This design comes from an exercise in tuning for small area and a short achievable clock period on the open sky130 flow, not from production work.
Where RTL was checked, it was by simulation tests only, not by an equivalence proof against the original.
Power and IR drop assume default switching activity.

// alu_top
module alu_top(clk, instruction, regA, regB, result, flags);
input clk;
input [31:0] instruction, regA, regB;
output [31:0] result;
output [2:0] flags;
wire [31:0] p_d, g_d;
wire        sh_d, sl_d, sr_d, beq_d;
wire [3:0]  fctl_d;
reg  [31:0] p_q, g_q;
reg         sh_q, sl_q, sr_q, beq_q;
reg  [3:0]  fctl_q;
reg  [31:0] result_q;
reg  [2:0]  flags_q;
wire [31:0] result_d;
wire [2:0]  flags_d;
alu_pre u_pre(.instruction(instruction), .regA(regA), .regB(regB),
              .p(p_d), .g(g_d), .sh(sh_d), .sl(sl_d), .sr(sr_d),
              .fctl(fctl_d), .beq(beq_d));
alu u_alu(.p(p_q), .g(g_q), .sh(sh_q), .sl(sl_q), .sr(sr_q),
          .fctl(fctl_q), .beq(beq_q), .result(result_d), .flags(flags_d));
always @(posedge clk) begin
    p_q <= p_d;
    g_q <= g_d;
    sh_q <= sh_d;
    sl_q <= sl_d;
    sr_q <= sr_d;
    fctl_q <= fctl_d;
    beq_q <= beq_d;
    result_q <= result_d;
    flags_q <= flags_d;
end
assign result = result_q;
assign flags = flags_q;
endmodule
Size in the first run: ~110 flip-flops, ~10000 µm² of cells after synthesis.
Settings: LEC_CHECK=0, ABC_AREA=1, CAP_MARGIN=20, CORE_MARGIN=2, CORE_UTILIZATION=40, SETUP_SLACK_MARGIN=3.3, SLEW_MARGIN=20, TNS_END_PERCENT=0; clock period 6.0 ns.
standard.sh (not shown) runs the stock make flow with config.mk's settings and CLKGATE_MAP_FILE= SYNTH_SCRIPT=/design/flow/synth_recipe.tcl, a recipe that flattens the netlist after the stock synthesis.
==> flow/flow/run.sh <==
#!/bin/bash
# Standard ORFS layout, with plain buffers on the ports instead of the
# delay-cell buffers buffer_ports picks by default, and timing repair free
# to change a cell's footprint.
set -euo pipefail
bash standard.sh 'BUFFER_PORTS_ARGS=-buffer_cell sky130_fd_sc_hd__buf_1' MATCH_CELL_FOOTPRINT=0 finish > standard.log 2>&1
Rerun with:
--- a/flow/config.mk
+++ b/flow/config.mk
@@ -9,6 +9,6 @@
 export CAP_MARGIN = 20
 export CORE_MARGIN = 2
-export CORE_UTILIZATION = 40
+export CORE_UTILIZATION = 50
 export SETUP_SLACK_MARGIN = 3.3
 export SLEW_MARGIN = 20
-export TNS_END_PERCENT = 0
+export TNS_END_PERCENT = 5
=> Count of clock-buffer cells in the layout stays the same; final area is higher slightly; setup slack is better by 36 ps; power fell slightly; via count rises by a few percent.
Rerun with:
--- a/flow/config.mk
+++ b/flow/config.mk
@@ -9,5 +9,5 @@
 export CAP_MARGIN = 20
 export CORE_MARGIN = 2
-export CORE_UTILIZATION = 50
+export CORE_UTILIZATION = 40
 export SETUP_SLACK_MARGIN = 3.3
 export SLEW_MARGIN = 20
After rerunning: Cell count increases by 2.2%; maximum frequency is about the same; global-route usage decreases by 5.5 points; die area increases by 24%; cell area decreases by 0.63%; clock-buffer cell count does not change; routed wire length increases by 2.3%; via count decreases by 2.8%; clock power increases by 3.6%; worst setup slack stays flat.
No functional check of the RTL was part of any run of this note.

* * *

Another version of the RTL of alu_top (not shown whole).
For scale: about 1300 cells after synthesis, roughly 110 flip-flops, roughly 130 I/O pins, about 0.010 mm2 of cells after synthesis.
export LEC_CHECK = 0
export CAP_MARGIN = 20
export CORE_MARGIN = 2
export CORE_UTILIZATION = 60
export SETUP_SLACK_MARGIN = 3.0
export SLEW_MARGIN = 20
create_clock -name core_clock -period 6.0 [get_ports {clk}]
==> flow/flow/run.sh <==
#!/bin/bash
# Standard ORFS layout, with plain buffers on the ports instead of the
# delay-cell buffers buffer_ports picks by default, and timing repair free
# to change a cell's footprint.
set -euo pipefail
bash standard.sh 'BUFFER_PORTS_ARGS=-buffer_cell sky130_fd_sc_hd__buf_2' MATCH_CELL_FOOTPRINT=0 finish > standard.log 2>&1
Edit:
- CORE_UTILIZATION: 60 -> 40
- TNS_END_PERCENT: unset -> 5
Outcome:
- total power shrinks by 7.0%
- worst setup slack improves by 88 ps
- cell count grows by 2.8%
- critical path depth does not change
- global-route usage shrinks by 13 points
- hold slack degrades by 4.1 ps
- final area shrinks by 7.7%
- routed wire length shrinks by 13%
No functional check of the RTL was part of any run of this note.

* * *

The RTL this note starts from:
==> flow/design.v <==
module alu_pre(instruction, regA, regB, p, g, cin, sl, sr, amt, fctl, f2);
input  [31:0] instruction, regA, regB;
output [31:0] p;           
output [31:0] g;           
output        cin;         
output        sl, sr;      
output [2:0]  amt;         
output [3:0]  fctl;        
output        f2;          
wire [5:0] op = instruction[31:26];
wire [5:0] fn = instruction[5:0];
wire       rsz = (instruction[25:21] == 5'b0);
wire [31:0] rs = rsz ? regA : regB;
wire [31:0] rt = rsz ? regB : regA;
wire r = (op == 6'b000000);
wire r_add  = r & (fn == 6'b100000);
wire r_addu = r & (fn == 6'b100001);
wire r_sub  = r & (fn == 6'b100010);
wire r_subu = r & (fn == 6'b100011);
wire r_and  = r & (fn == 6'b100100);
wire r_or   = r & (fn == 6'b100101);
wire r_xor  = r & (fn == 6'b100110);
wire r_nor  = r & (fn == 6'b100111);
wire r_slt  = r & (fn == 6'b101010);
wire r_sltu = r & (fn == 6'b101011);
wire r_sll  = r & (fn == 6'b000000);
wire r_srl  = r & (fn == 6'b000010 || fn == 6'b000011);
wire r_sllv = r & (fn == 6'b000100);
wire r_srlv = r & (fn == 6'b000110 || fn == 6'b000111);
wire i_addi  = (op == 6'b001000);
wire i_addiu = (op == 6'b001001);
wire i_andi  = (op == 6'b001100);
wire i_ori   = (op == 6'b001101);
wire i_xori  = (op == 6'b001110);
wire i_beq   = (op == 6'b000100) | (op == 6'b000101);
wire i_slti  = (op == 6'b001010);
wire i_sltiu = (op == 6'b001011);
wire i_mem   = (op == 6'b100011) | (op == 6'b101011);
wire sub   = r_sub | r_subu | r_slt | r_sltu | i_beq | i_slti | i_sltiu;
wire add   = r_add | r_addu | i_addi | i_addiu | i_mem;
wire simm  = i_addi | i_slti | i_mem;
wire uimm  = i_addiu | i_andi | i_ori | i_xori | i_sltiu;
wire l_and = r_and | i_andi;
wire l_or  = r_or | i_ori;
wire l_xor = r_xor | i_xori;
wire shl   = r_sll | r_sllv;
wire shr   = r_srl | r_srlv;
wire shc   = r_sll | r_srl;
wire big   = (r_sllv | r_srlv) & (|rs[31:5]);
wire [31:0] imm = {{16{simm & instruction[15]}}, instruction[15:0]};
wire [31:0] b  = (simm | uimm) ? imm : rt;
wire [31:0] bs = sub ? ~b : b;
wire [31:0] rtr;
genvar i;
generate for (i = 0; i < 32; i = i + 1) begin : rev
    assign rtr[i] = rt[31-i];
end endgenerate
wire [4:0]  sa = shc ? instruction[10:6] : rs[4:0];
wire [31:0] x0 = shr ? rtr : rt;
wire [31:0] x1 = sa[4] ? {x0[15:0], 16'b0} : x0;
wire [31:0] x2 = sa[3] ? {x1[23:0], 8'b0} : x1;
wire [31:0] arith_p = rs ^ bs;
wire [31:0] arith_g = rs & bs;
wire [31:0] logic_r = ({32{l_and}} & (rs & b)) | ({32{l_or}} & (rs | b))
                    | ({32{l_xor}} & (rs ^ b)) | ({32{r_nor}} & ~(rs | b));
wire        sh = (shl | shr) & ~big;
assign p = ({32{add | sub}} & arith_p) | logic_r | ({32{sh}} & x2);
assign g = {32{add | sub}} & arith_g;
assign cin = sub;
assign sl = shl;
assign sr = shr;
assign amt = sa[2:0];
assign fctl = {((r_add | r_sub) & ~arith_p[31]) | i_addi,
               i_addi ? instruction[15] : rs[31],
               r_slt | i_slti, r_sltu | i_sltiu};
assign f2 = i_beq & (regA == regB);
endmodule
module alu(p, g, cin, sl, sr, amt, fctl, f2, result, flags);
input  [31:0] p, g;
input         cin, sl, sr;
input  [2:0]  amt;
input  [3:0]  fctl;
input         f2;
output [31:0] result;
output [2:0]  flags;
wire [31:0] gg [0:5];
wire [31:0] pp [0:5];
assign gg[0] = {g[31:1], g[0] | (p[0] & cin)};
assign pp[0] = p;
genvar i, l;
generate for (l = 0; l < 5; l = l + 1) begin : lvl
    for (i = 0; i < 32; i = i + 1) begin : bt
        if (i >= (1 << l)) begin : m
            assign gg[l+1][i] = gg[l][i] | (pp[l][i] & gg[l][i - (1 << l)]);
            assign pp[l+1][i] = pp[l][i] & pp[l][i - (1 << l)];
        end else begin : k
            assign gg[l+1][i] = gg[l][i];
            assign pp[l+1][i] = pp[l][i];
        end
    end
end endgenerate
wire [32:0] c = {gg[5], cin};            
wire [31:0] sum = p ^ c[31:0];
wire [31:0] y0 = amt[2] ? {p[27:0], 4'b0} : p;
wire [31:0] y1 = amt[1] ? {y0[29:0], 2'b0} : y0;
wire [31:0] y  = amt[0] ? {y1[30:0], 1'b0} : y1;
wire [31:0] yr;
generate for (i = 0; i < 32; i = i + 1) begin : rev
    assign yr[i] = y[31-i];
end endgenerate
assign result = sl ? y : sr ? yr : sum;
assign flags = {f2, (fctl[1] & sum[31]) | (fctl[0] & ~c[32]),
                fctl[3] & (c[31] ^ fctl[2])};
endmodule
module alu_top(clk, instruction, regA, regB, result, flags);
input clk;
input [31:0] instruction, regA, regB;
output [31:0] result;
output [2:0] flags;
wire [31:0] p_d, g_d;
wire        cin_d, sl_d, sr_d, f2_d;
wire [2:0]  amt_d;
wire [3:0]  fctl_d;
reg  [31:0] p_q, g_q;
reg         cin_q, sl_q, sr_q, f2_q;
reg  [2:0]  amt_q;
reg  [3:0]  fctl_q;
reg  [31:0] result_q;
reg  [2:0]  flags_q;
wire [31:0] result_d;
wire [2:0]  flags_d;
alu_pre u_pre(.instruction(instruction), .regA(regA), .regB(regB),
              .p(p_d), .g(g_d), .cin(cin_d), .sl(sl_d), .sr(sr_d),
              .amt(amt_d), .fctl(fctl_d), .f2(f2_d));
alu u_alu(.p(p_q), .g(g_q), .cin(cin_q), .sl(sl_q), .sr(sr_q), .amt(amt_q),
          .fctl(fctl_q), .f2(f2_q), .result(result_d), .flags(flags_d));
always @(posedge clk) begin
    p_q <= p_d;
    g_q <= g_d;
    cin_q <= cin_d;
    sl_q <= sl_d;
    sr_q <= sr_d;
    amt_q <= amt_d;
    fctl_q <= fctl_d;
    f2_q <= f2_d;
    result_q <= result_d;
    flags_q <= flags_d;
end
assign result = result_q;
assign flags = flags_q;
endmodule
clock: 6.0 ns
lec_check: 0
cap_margin: 20
core_margin: 2
core_utilization: 40
setup_slack_margin: 3.5
slew_margin: 20
run.sh (not shown) runs the stock make flow with config.mk's settings and CLKGATE_MAP_FILE= SYNTH_SCRIPT=/design/flow/synth_recipe.tcl, a recipe that flattens the netlist after the stock synthesis.
Stock flow here: none of the scripts above is used.
The baseline passed the timing, design-rule and antenna checks.
Next try:
SETUP_SLACK_MARGIN = 2.8   (was 3.5)
What happened:
- via count stays flat
- global-route usage shrinks by 0.75 points
- combinational power shrinks by 2.9%
- synthesized cell count stays the same
- cell area shrinks by 2.4%
- wire length shrinks by about 2.3%
- clock skew is about the same
- final cell count shrinks by 1.3%
- setup slack degrades by 0.0048 ns
- hold slack improves by 0.0045 ns
- non-clock buffer count shrinks by 25
No run of this note included a check of the RTL's function; only the layout flow was run.

* * *

Another version of the RTL of alu_top (not shown whole).
Size: roughly 110 flip-flops, about 130 I/O pins, roughly 9200 sq um of cells after synthesis.
export LEC_CHECK = 0
export ABC_AREA = 1
export CAP_MARGIN = 20
export CORE_MARGIN = 2
export CORE_UTILIZATION = 40
export SETUP_SLACK_MARGIN = 3.2
export SLEW_MARGIN = 20
export TNS_END_PERCENT = 5
create_clock -name core_clock -period 6.0 [get_ports {clk}]
standard.sh (not shown) runs the stock make flow with config.mk's settings and CLKGATE_MAP_FILE= SYNTH_SCRIPT=/design/flow/synth_recipe.tcl, a recipe that flattens the netlist after the stock synthesis.
==> flow/flow/run.sh <==
#!/bin/bash
# Standard ORFS layout, with plain buffers on the ports instead of the
# delay-cell buffers buffer_ports picks by default, and timing repair free
# to change a cell's footprint; the buffers ABC added are removed
# before timing repair.
set -euo pipefail
bash standard.sh 'BUFFER_PORTS_ARGS=-buffer_cell sky130_fd_sc_hd__buf_1' MATCH_CELL_FOOTPRINT=0 REMOVE_ABC_BUFFERS=1 finish > standard.log 2>&1
Rerun with:
==> flow/flow/run.sh (replaced) <==
#!/bin/bash
# Standard ORFS layout, with plain buffers on the ports instead of the
# delay-cell buffers buffer_ports picks by default, and timing repair free
# to change a cell's footprint.
set -euo pipefail
bash standard.sh 'BUFFER_PORTS_ARGS=-buffer_cell sky130_fd_sc_hd__buf_1' MATCH_CELL_FOOTPRINT=0 finish > standard.log 2>&1
Final area went up by 0.99%. Setup slack loses 23 ps. Core utilization went up by 0.45 points. Global-route usage is about the same. Via count went up by 2.1%. Synthesized area does not change. Wire length went up by 3.5%. First-iteration DRC count went up by 5.2%. Count of clock-buffer cells in the layout is unchanged.
Rerun with:
SETUP_SLACK_MARGIN = 3.1   (was 3.2)
Result: The changed run produced a clean layout; fmax came out lower by 3.2%; final cell count barely changes; non-clock buffer count went down by 1; routed wire length decreases by 1.7%; final area is lower by 0.74%; die area does not change; first-iteration DRC count goes up by 11%; total power falls by 0.42%.

* * *

Starting RTL as in the previous note.
clock: 6.0 ns
lec_check: 0
abc_area: 1
cap_margin: 20
core_margin: 2
core_utilization: 45
setup_slack_margin: 3.2
slew_margin: 20
tns_end_percent: 5
==> flow/flow/run.sh <==
#!/bin/bash
# Standard ORFS layout, with plain buffers on the ports instead of the
# delay-cell buffers buffer_ports picks by default, and timing repair free
# to change a cell's footprint.
set -euo pipefail
bash standard.sh 'BUFFER_PORTS_ARGS=-buffer_cell sky130_fd_sc_hd__buf_1' MATCH_CELL_FOOTPRINT=0 finish > standard.log 2>&1
Change:
CORE_UTILIZATION = 40   (was 45)
SETUP_SLACK_MARGIN = 3.3   (was 3.2)
Outcome: Synthesized area is unchanged. Via count grows by 2.2%. Final cell count grows by 1.8%. Count of clock-buffer cells in the layout stays the same. Power hardly moves. Cell area grows by 3.9%. Synthesized cell count does not change. Global-route usage shrinks by 1.7 points. Routed wire length grows by about 7%. Fmax grows by about 2.7%. Worst setup slack improved by 0.075 ns.
Change:
==> flow/flow/run.sh (replaced) <==
#!/bin/bash
# Standard ORFS layout, with plain buffers on the ports instead of the
# delay-cell buffers buffer_ports picks by default, and timing repair free
# to change a cell's footprint; the buffers ABC added are removed
# before timing repair.
set -euo pipefail
bash standard.sh 'BUFFER_PORTS_ARGS=-buffer_cell sky130_fd_sc_hd__buf_1' MATCH_CELL_FOOTPRINT=0 REMOVE_ABC_BUFFERS=1 finish > standard.log 2>&1
SETUP_SLACK_MARGIN = 3.2   (was 3.3)
TNS_END_PERCENT = 20   (was 5)
Flip-flop and latch count stays the same.
Wire length went down by a few percent.
Worst hold slack degrades by 0.047 ns.
Synthesized area does not change.
Global-route usage went down by 0.32 points.
Register-to-register slack degrades by 0.22 ns.
Sequential power is about the same.
Count of clock-buffer cells in the layout does not change.
Total power went down slightly.
Setup slack degrades by 0.037 ns.
Cell area went down by a few percent.

* * *

alu_top, a different RTL version from the one above (not shown whole).
Size in the first run: about 1200 cells after synthesis, ~130 I/O pins.
make LEC_CHECK=0 CAP_MARGIN=20 CORE_MARGIN=2 CORE_UTILIZATION=40 SLEW_MARGIN=20 finish   # period 6.0 ns
run.sh (not shown) runs the stock make flow with config.mk's settings and CLKGATE_MAP_FILE= SYNTH_SCRIPT=/design/flow/synth_recipe.tcl, a recipe that flattens the netlist after the stock synthesis.
Stock flow here: none of the scripts above is used.
Change:
SETUP_SLACK_MARGIN = 3.6   (was default)
=> The new run passed the timing, design-rule and antenna checks; final cell count went up by 10%; worst setup slack is better by 950 ps; global-route usage went up by 4.8 points; sequential power is about the same.
No functional check of the RTL was part of any run of this note.

* * *

== P ==
alu_top with an RTL version that a note above also has.
Size: about 1,200 cells after synthesis, ~130 I/O pins.
clock: 6.0 ns
lec_check: 0
cap_margin: 20
core_margin: 2
core_utilization: 40
setup_slack_margin: 3.0
slew_margin: 20
tns_end_percent: 5
standard.sh (not shown) runs the stock make flow with config.mk's settings and CLKGATE_MAP_FILE= SYNTH_SCRIPT=/design/flow/synth_recipe.tcl, a recipe that flattens the netlist after the stock synthesis.
==> flow/flow/run.sh <==
#!/bin/bash
# Standard ORFS layout, with plain buffers on the ports instead of the
# delay-cell buffers buffer_ports picks by default, and timing repair free
# to change a cell's footprint.
set -euo pipefail
bash standard.sh 'BUFFER_PORTS_ARGS=-buffer_cell sky130_fd_sc_hd__buf_1' MATCH_CELL_FOOTPRINT=0 finish > standard.log 2>&1
The final layout from P, which completed every stage, passed the timing, design-rule and antenna checks at the end of the flow.
## Diff of input files: Q against P
# P
export LEC_CHECK = 0
export CAP_MARGIN = 20
export CORE_MARGIN = 2
export CORE_UTILIZATION = 40
export SETUP_SLACK_MARGIN = 3.0
export SLEW_MARGIN = 20
export TNS_END_PERCENT = 5
create_clock -name core_clock -period 6.0 [get_ports {clk}]
# Q
export LEC_CHECK = 0
export ABC_AREA = 1
export CAP_MARGIN = 20
export CORE_MARGIN = 2
export CORE_UTILIZATION = 40
export SETUP_SLACK_MARGIN = 3.4
export SLEW_MARGIN = 20
export TNS_END_PERCENT = 5
create_clock -name core_clock -period 6.0 [get_ports {clk}]
==> results.txt <==
- Q vs P on count of buffers not belonging to the clock network in the layout: Q is the higher one.
- Of Q and P, the run reporting the lower post-layout minimum cycle time was Q.
- As far as remaining antenna violation count after routing goes, Q and P are indistinguishable; the numbers are identical.
- The proportion of cell area spent on the clock network of Q falls short of that of P by 0.61 points.
- Looking at internal portion of total power, Q sits 0.77% lower than P does.
- Q: instance count of the mapped netlist higher than P
- Going from P to Q, the final critical-path share of the clock period was found to have gone down by 11 points.
- P has a lower worst slack at placement than Q.
Function was not checked in any run of this note: the RTL went through the layout flow alone.

==> afterwards: timing with drivers on the ports <==
Ports are ideal in the flow. The routed layouts listed here were re-timed in OpenROAD.
Step 1, drivers: a clkbuf_16 drives clk and a buf_2 each remaining input, both assumed.
Step 2 moves the port delays by t, midway between the first and last clock arrival at a register: inputs arrive t later, outputs are due t later. That takes back most of the time a late clock gives input paths.
a / b / c = no drivers / after step 1 / after step 2; a / b = the first two.
run	shift t [ns]	slack for setup (ns)	worst setup path at the end	worst data-port slew with drivers (ns)
the first run of note 1	0.414	3.240 / 3.263 / 2.849	input to register	0.04
the second run of note 1	0.394	3.277 / 3.296 / 2.902	input to register	0.04
the third run of note 1	0.414	3.275 / 3.293 / 2.879	input to register	0.04
the first run of note 2	0.391	2.783 / 2.776 / 2.385	input to register	0.06
the second run of note 2	0.406	2.870 / 2.878 / 2.472	input to register	0.05
the first run of note 3	0.402	2.501 / 2.504 / 2.102	input to register	0.06
the second run of note 3	0.399	2.496 / 2.521 / 2.122	input to register	0.06
the first run of note 4	0.410	3.205 / 3.224 / 2.821	input to register	0.04
the second run of note 4	0.401	3.182 / 3.198 / 2.798	input to register	0.04
the third run of note 4	0.400	3.090 / 3.108 / 2.708	input to register	0.04
the first run of note 5	0.392	3.163 / 3.182 / 2.791	input to register	0.04
the second run of note 5	0.402	3.238 / 3.250 / 2.848	input to register	0.04
the third run of note 5	0.411	3.201 / 3.226 / 2.815	input to register	0.04
the first run of note 6	0.409	1.797 / 1.827 / 1.418	input to register	0.04
the second run of note 6	0.412	2.751 / 2.775 / 2.362	input to register	0.05
P	0.402	2.591 / 2.598 / 2.196	input to register	0.05
Q	0.413	3.257 / 3.278 / 2.865	input to register	0.04
After both steps setup and hold are still met in every run listed. The setup slack of the first run of note 3, which loses most, moves by +0.003 ns with the drivers and by -0.399 ns with both steps.
